This is an optimization exercise on Yosys and OpenROAD, whose aim is small area, a short achievable clock period and few clock cycles per item, not a production implementation. Function was checked by simulation only, so behaviour that the tests miss may differ from the original.

==> run H <==
## SNN
module SNN(
	input clk,
	input rst_n,
	input in_valid,
	input [7:0] img,
	input [7:0] ker,
	input [7:0] weight,
	output reg out_valid,
	output reg [9:0] out_data
);
clock: 15.0 ns
lec_check: 0
cap_margin: 20
core_margin: 2
core_utilization: 55
slew_margin: 20
synth_hierarchical: 1
standard.sh (not shown) runs the stock make flow with config.mk's settings and CLKGATE_MAP_FILE= SYNTH_SCRIPT=/design/flow/synth_recipe.tcl, a recipe that flattens the netlist after the stock synthesis.
==> flow/flow/run.sh <==
#!/bin/bash
set -euo pipefail
export BUFFER_PORTS_ARGS="-buffer_cell sky130_fd_sc_hd__buf_4"
export SETUP_SLACK_MARGIN=10.6
bash standard.sh > standard_flow.log 2>&1
==> run R: changes against run H <==
==> flow/flow/run.sh (replaced) <==
#!/bin/bash
set -euo pipefail
export BUFFER_PORTS_ARGS="-buffer_cell sky130_fd_sc_hd__buf_4"
export SETUP_SLACK_MARGIN=11
bash standard.sh > standard_flow.log 2>&1
==> results.txt <==
CP dominant cell by count: run H sky130_fd_sc_hd__fa_1; run R sky130_fd_sc_hd__fa_2
Proportion of cell area occupied by multi-input gates: run H 57.53%; run R 57.22%
Critical register-to-register path endpoint: run H r2b[11]; run R r2b[6]
Wirelength per Cell: run H 22.05 um; run R 22.99 um
Cell type of the slowest stage on the worst timing path: run H sky130_fd_sc_hd__fa_1; run R sky130_fd_sc_hd__fa_2
Fin cells: run H 3745; run R 3804
Result of the run: run H complete, no violations; run R complete, no violations
Top achievable clock speed: run H 231.4 MHz; run R 237.7 MHz
Multi-input combinational cell area: run H 21550 um^2; run R 22270 um^2
Testbench counts of run H, summed over its fixed seeds: cycles 25,920, items 320.
Testbench counts of run R, summed over its fixed seeds: cycles 25,920, items 320.

---

==> inputs of nickel <==
SNN, a different RTL version from the one above (not shown whole).
clock: 15.0 ns
lec_check: 0
cap_margin: 20
core_margin: 2
core_utilization: 55
slew_margin: 20
synth_hierarchical: 1
==> flow/flow/run.sh <==
#!/bin/bash
set -euo pipefail
export BUFFER_PORTS_ARGS="-buffer_cell sky130_fd_sc_hd__buf_4"
bash standard.sh > standard_flow.log 2>&1
==> quartz (differences from nickel) <==
==> flow/flow/run.sh (replaced) <==
#!/bin/bash
set -euo pipefail
export BUFFER_PORTS_ARGS="-buffer_cell sky130_fd_sc_hd__buf_4"
export SETUP_SLACK_MARGIN=10.6
bash standard.sh > standard_flow.log 2>&1
==> delta (differences from nickel) <==
Settings changed: CORE_UTILIZATION 55 to 70.
==> pepper (differences from nickel) <==
==> flow/flow/run.sh (replaced) <==
#!/bin/bash
set -euo pipefail
export BUFFER_PORTS_ARGS="-buffer_cell sky130_fd_sc_hd__buf_4"
export SETUP_SLACK_MARGIN=11
bash standard.sh > standard_flow.log 2>&1
==> qor summary <==
Top achievable clock speed: nickel 0.228 GHz; quartz 0.232 GHz; pepper 0.240 GHz; delta 0.217 GHz
Endpoint of the worst register-to-register path: nickel ys_n[9]$_DFF_P_; quartz r3b[9]$_DFF_P_; pepper r1b[8]$_DFF_P_; delta ys_n[5]$_DFF_P_
Total of clock buffers placed in the layout: nickel 64; quartz 64; pepper 72; delta 64
Number of buffers created by CTS: nickel 52; quartz 52; pepper 52; delta 51
Tightest slew margin relative to the limit: nickel 33.3%; quartz 34.0%; pepper 28.8%; delta 27.9%
Run status: nickel finished clean; quartz finished clean; pepper finished clean; delta finished clean
Clock-pin transition on the worst setup and hold timing paths: nickel 0.06 ns; quartz 0.06 ns; pepper 0.06 ns; delta 0.07 ns
Metal1 wirelength: nickel 31200 um; quartz 31500 um; pepper 33200 um; delta 29700 um
Buffers, non-clock: nickel 40; quartz 64; pepper 145; delta 39
Number of tap cells added at floorplan: nickel 855; quartz 855; pepper 855; delta 672
Post-Place Cells: nickel 3697; quartz 3697; pepper 3698; delta 3513
Top fanout value on the critical path: nickel 3; quartz 9; pepper 5; delta 4
Placement Cell Area: nickel 36700 um2; quartz 36700 um2; pepper 36700 um2; delta 36400 um2
Arrival time of the worst setup path: nickel 4.95 ns; quartz 4.80 ns; pepper 4.70 ns; delta 5.09 ns
First-pass GRT wire length: nickel 130000 um; quartz 130000 um; pepper 131000 um; delta 129000 um
Testbench counts of nickel, summed over its fixed seeds: cycles 25,920, items 320.
Testbench counts of quartz, summed over its fixed seeds: cycles 25,920, items 320.
Testbench counts of delta, summed over its fixed seeds: cycles 25,920, items 320.
Testbench counts of pepper, summed over its fixed seeds: cycles 25,920, items 320.

---

==> inputs of v4 <==
SNN, a different RTL version from the one above (not shown whole).
export LEC_CHECK = 0
export CAP_MARGIN = 20
export CORE_MARGIN = 2
export CORE_UTILIZATION = 55
export CTS_BUF_LIST = sky130_fd_sc_hd__clkbuf_8 sky130_fd_sc_hd__clkbuf_16
export CTS_CLUSTER_DIAMETER = 80
export CTS_CLUSTER_SIZE = 25
export SLEW_MARGIN = 20
export SYNTH_HIERARCHICAL = 1
create_clock -name core_clock -period 15.0 [get_ports {clk}]
==> flow/flow/run.sh <==
#!/bin/bash
set -euo pipefail
export BUFFER_PORTS_ARGS="-buffer_cell sky130_fd_sc_hd__buf_4"
export SETUP_SLACK_MARGIN=10.85
export CTS_ARGS="-sink_clustering_enable -repair_clock_nets -dont_use_dummy_load -sink_clustering_size 25 -sink_clustering_max_diameter 80 -buf_list {sky130_fd_sc_hd__clkbuf_8 sky130_fd_sc_hd__clkbuf_16}"
bash standard.sh > standard_flow.log 2>&1
==> v33: changes against v4 <==
--- a/flow/design.v
+++ b/flow/design.v
@@ -1665,10 +1665,114 @@
 wire aq_c136 = ~(aq_c49 ^ aq_c88);
 wire aq_c137 = ~(aq_c50 ^ aq_c116);
 wire aq_c138 = ~(aq_c51 ^ aq_c100);
 wire aq_c139 = ~(aq_c52 ^ aq_c118);
 wire [7:0] qsum = {aq_c139, aq_c138, aq_c137, aq_c136, aq_c135, aq_c134, aq_c133, aq_c132};
+wire al_c1 = ~ys_n[1];
+wire al_c2 = ~ys_n[2];
+wire al_c3 = ~ys_n[3];
+wire al_c4 = ~ys_n[4];
+wire al_c5 = ~ys_n[5];
+wire al_c6 = ~ys_n[6];
+wire al_c7 = ~ys_n[7];
+wire al_c8 = ~ys_n[8];
+wire al_c9 = gq0n[0] & al_c1;
+wire al_c10 = gq0n[1] & al_c2;
+wire al_c11 = gq0n[2] & al_c3;
+wire al_c12 = gq0n[3] & al_c4;
+wire al_c13 = gq0n[4] & al_c5;
+wire al_c14 = gq0n[5] & al_c6;
+wire al_c15 = gq0n[6] & al_c7;
+wire al_c16 = gq0n[7] & al_c8;
+wire al_c17 = 1'b0 & 1'b1;
+wire al_c18 = gq0n[0] ^ al_c1;
+wire al_c19 = gq0n[1] ^ al_c2;
+wire al_c20 = gq0n[2] ^ al_c3;
+wire al_c21 = gq0n[3] ^ al_c4;
+wire al_c22 = gq0n[4] ^ al_c5;
+wire al_c23 = gq0n[5] ^ al_c6;
+wire al_c24 = gq0n[6] ^ al_c7;
+wire al_c25 = gq0n[7] ^ al_c8;
+wire al_c26 = 1'b0 ^ 1'b1;
+wire al_c27 = ~1'b1;
+wire al_c28 = al_c9 | (al_c18 & al_c27);
+wire al_c29, al_c30; PGN ual_c29 (al_c10, al_c19, al_c28, al_c18, al_c29, al_c30);
+wire al_c31, al_c32; PGN ual_c31 (al_c12, al_c21, al_c11, al_c20, al_c31, al_c32);
+wire al_c33, al_c34; PGN ual_c33 (al_c14, al_c23, al_c13, al_c22, al_c33, al_c34);
+wire al_c35, al_c36; PGN ual_c35 (al_c16, al_c25, al_c15, al_c24, al_c35, al_c36);
+wire al_c37, al_c38; PGN ual_c37 (al_c31, al_c32, al_c29, al_c30, al_c37, al_c38);
+wire al_c39, al_c40; PGN ual_c39 (al_c35, al_c36, al_c33, al_c34, al_c39, al_c40);
+wire al_c41, al_c42; PGN ual_c41 (al_c39, al_c40, al_c37, al_c38, al_c41, al_c42);
+wire al_c43, al_c44; PGN ual_c43 (al_c33, al_c34, al_c37, al_c38, al_c43, al_c44);
+wire al_c45, al_c46; PGN ual_c45 (al_c11, al_c20, al_c29, al_c30, al_c45, al_c46);
+wire al_c47, al_c48; PGN ual_c47 (al_c13, al_c22, al_c37, al_c38, al_c47, al_c48);
+wire al_c49, al_c50; PGN ual_c49 (al_c15, al_c24, al_c43, al_c44, al_c49, al_c50);
+wire al_c51, al_c52; PGN ual_c51 (al_c17, al_c26, al_c41, al_c42, al_c51, al_c52);
+wire al_c53 = ~(al_c18 ^ al_c27);
+wire al_c54 = ~(al_c19 ^ al_c28);
+wire al_c55 = ~(al_c20 ^ al_c29);
+wire al_c56 = ~(al_c21 ^ al_c45);
+wire al_c57 = ~(al_c22 ^ al_c37);
+wire al_c58 = ~(al_c23 ^ al_c47);
+wire al_c59 = ~(al_c24 ^ al_c43);
+wire al_c60 = ~(al_c25 ^ al_c49);
+wire al_c61 = ~(al_c26 ^ al_c41);
+wire al_c62 = ~(al_c53 ^ al_c61);
+wire al_c63 = ~(al_c54 ^ al_c61);
+wire al_c64 = ~(al_c55 ^ al_c61);
+wire al_c65 = ~(al_c56 ^ al_c61);
+wire al_c66 = ~(al_c57 ^ al_c61);
+wire al_c67 = ~(al_c58 ^ al_c61);
+wire al_c68 = ~(al_c59 ^ al_c61);
+wire al_c69 = ~(al_c60 ^ al_c61);
+wire al_c70 = dbn[0] & al_c62;
+wire al_c71 = dbn[1] & al_c63;
+wire al_c72 = dbn[2] & al_c64;
+wire al_c73 = dbn[3] & al_c65;
+wire al_c74 = dbn[4] & al_c66;
+wire al_c75 = dbn[5] & al_c67;
+wire al_c76 = dbn[6] & al_c68;
+wire al_c77 = dbn[7] & al_c69;
+wire al_c78 = dbn[8] & 1'b1;
+wire al_c79 = dbn[9] & 1'b1;
+wire al_c80 = dbn[0] ^ al_c62;
+wire al_c81 = dbn[1] ^ al_c63;
+wire al_c82 = dbn[2] ^ al_c64;
+wire al_c83 = dbn[3] ^ al_c65;
+wire al_c84 = dbn[4] ^ al_c66;
+wire al_c85 = dbn[5] ^ al_c67;
+wire al_c86 = dbn[6] ^ al_c68;
+wire al_c87 = dbn[7] ^ al_c69;
+wire al_c88 = dbn[8] ^ 1'b1;
+wire al_c89 = dbn[9] ^ 1'b1;
+wire al_c90 = ~al_c61;
+wire al_c91 = al_c70 | (al_c80 & al_c90);
+wire al_c92, al_c93; PGN ual_c92 (al_c71, al_c81, al_c91, al_c80, al_c92, al_c93);
+wire al_c94, al_c95; PGN ual_c94 (al_c73, al_c83, al_c72, al_c82, al_c94, al_c95);
+wire al_c96, al_c97; PGN ual_c96 (al_c75, al_c85, al_c74, al_c84, al_c96, al_c97);
+wire al_c98, al_c99; PGN ual_c98 (al_c77, al_c87, al_c76, al_c86, al_c98, al_c99);
+wire al_c100, al_c101; PGN ual_c100 (al_c79, al_c89, al_c78, al_c88, al_c100, al_c101);
+wire al_c102, al_c103; PGN ual_c102 (al_c94, al_c95, al_c92, al_c93, al_c102, al_c103);
+wire al_c104, al_c105; PGN ual_c104 (al_c98, al_c99, al_c96, al_c97, al_c104, al_c105);
+wire al_c106, al_c107; PGN ual_c106 (al_c104, al_c105, al_c102, al_c103, al_c106, al_c107);
+wire al_c108, al_c109; PGN ual_c108 (al_c96, al_c97, al_c102, al_c103, al_c108, al_c109);
+wire al_c110, al_c111; PGN ual_c110 (al_c100, al_c101, al_c106, al_c107, al_c110, al_c111);
+wire al_c112, al_c113; PGN ual_c112 (al_c72, al_c82, al_c92, al_c93, al_c112, al_c113);
+wire al_c114, al_c115; PGN ual_c114 (al_c74, al_c84, al_c102, al_c103, al_c114, al_c115);
+wire al_c116, al_c117; PGN ual_c116 (al_c76, al_c86, al_c108, al_c109, al_c116, al_c117);
+wire al_c118, al_c119; PGN ual_c118 (al_c78, al_c88, al_c106, al_c107, al_c118, al_c119);
+wire al_c120 = ~(al_c80 ^ al_c90);
+wire al_c121 = ~(al_c81 ^ al_c91);
+wire al_c122 = ~(al_c82 ^ al_c92);
+wire al_c123 = ~(al_c83 ^ al_c112);
+wire al_c124 = ~(al_c84 ^ al_c102);
+wire al_c125 = ~(al_c85 ^ al_c114);
+wire al_c126 = ~(al_c86 ^ al_c108);
+wire al_c127 = ~(al_c87 ^ al_c116);
+wire al_c128 = ~(al_c88 ^ al_c106);
+wire al_c129 = ~(al_c89 ^ al_c118);
+wire [9:0] dnew = {al_c129, al_c128, al_c127, al_c126, al_c125, al_c124, al_c123, al_c122, al_c121, al_c120};
 always @(posedge clk) begin
 	ys_n <= ~ysum;
 	qs <= qsum;
 end
 wire [7:0] gs = ~ys_n[8:1];
@@ -1762,14 +1866,12 @@
 		g_first <= (s == 7'd67);
 		fin <= (s == 7'd77);
 	end
 end
 wire [9:0] dbase = g_first ? 10'd0 : dacc;
-wire [8:0] de = {1'b0, gq0} - {1'b0, gs};
-wire dneg = de[8];
-wire [7:0] dmag = de[7:0] ^ {8{dneg}};
-wire [9:0] dnew = dbase + {2'd0, dmag} + {9'd0, dneg};
+wire [9:0] dbn = ~dbase;
+wire [7:0] gq0n = ~gq0;
 wire dbig = dnew[9:4] != 6'd0;
 always @(posedge clk) begin
 	gq0 <= gq1; gq1 <= gq2; gq2 <= gq3; gq3 <= g_ins ? gs : gq0;
 	if (g_img1) dacc <= dnew;
 end
@@ -1785,10 +1887,14 @@
 endmodule
 module FA(input a, input b, input c, output s, output co);
   assign s = a ^ b ^ c;
   assign co = (a & b) | (a & c) | (b & c);
 endmodule
+module PGN(input g, input p, input gl, input pl, output go, output po);
+  assign go = g | (p & gl);
+  assign po = p & pl;
+endmodule
 module XNM(input a, input b, output y);
   assign y = ~(a ^ b);
 endmodule
 module ORM(input a, input b, output y);
   assign y = a | b;
==> flow/run.sh (new file) <==
#!/bin/bash
# synth_recipe.tcl (not shown) runs the flow's synth.tcl, then flattens the netlist and writes it again
# the make line also repeats each setting of config.mk as NAME=value (left out here)
make -C /OpenROAD-flow-scripts/flow DESIGN_CONFIG=/design/flow/config.mk WORK_HOME=/design/flow/orfs CLKGATE_MAP_FILE= SYNTH_SCRIPT=/design/flow/synth_recipe.tcl finish
removed: flow/flow/run.sh
removed: flow/standard.sh
==> qor summary <==
|  | v4 | v33 |
|---|---|---|
| Fraction of cell area in non-clock buffers | 2.495% | 1.205% |
| End point of the critical path | out_data[3]$_DFF_PN0_ | out_valid |
| Final design area excluding fillers | 33,450 um^2 | 32,800 um^2 |
| Worst setup skew after layout | 0.07181 ns | 0.02362 ns |
| Capturing point of the worst reg2reg path | out_data[3]$_DFF_PN0_ | r3b[10]$_DFF_P_ |
| GPL Wtd Cong | 0.9091 | 0.9520 |
| Effective utilization at floorplan | 55.55% | 55.32% |
| Result of the run | timing/DRC/antenna clean | timing/DRC/antenna clean |
| Via count of the first global-routing pass | 20,830 | 20,200 |
| Routed wire length per instance | 23.60 um | 23.50 um |
| Non-filler cells, final | 3,318 | 3,238 |
| Total Die Area | 58,760 um^2 | 58,420 um^2 |
| Met2 capacity usage during global routing | 48.39% | 47.65% |
Testbench counts of v4, summed over its fixed seeds: cycles 25,920, items 320.
Testbench counts of v33, summed over its fixed seeds: cycles 25,920, items 320.

separate check: timing with driven ports:
How much do the figures lean on ideal ports? The routed layouts below were timed once more, with nothing changed but the port constraints.
Step 1 sets driving cells, clkbuf_16 on the clock port and buf_2 on the other inputs (assumed; they add their load-dependent delay and slew).
Step 2, shift: input delay + t, output delay - t, t = (earliest + latest rising clock arrival at the registers) / 2. This alone moves slack from input paths to output paths.
a / b / c = ideal / step 1 / step 2; a / b = the first two.
run	shift t [ns]	setup WS [ns]	worst slew at a driven data input, ns
run H	0.677	10.678 / 10.678 / 10.678	0.05
run R	0.685	10.794 / 10.794 / 10.794	0.09
nickel	0.669	10.609 / 10.609 / 10.609	0.06
quartz	0.669	10.689 / 10.689 / 10.689	0.06
delta	0.661	10.394 / 10.394 / 10.394	0.06
pepper	0.669	10.835 / 10.835 / 10.835	0.07
v4	0.649	10.791 / 10.791 / 10.791	0.04
v33	0.660	10.514 / 10.453 / 10.760	0.05
After both steps setup and hold are still met in every run listed.
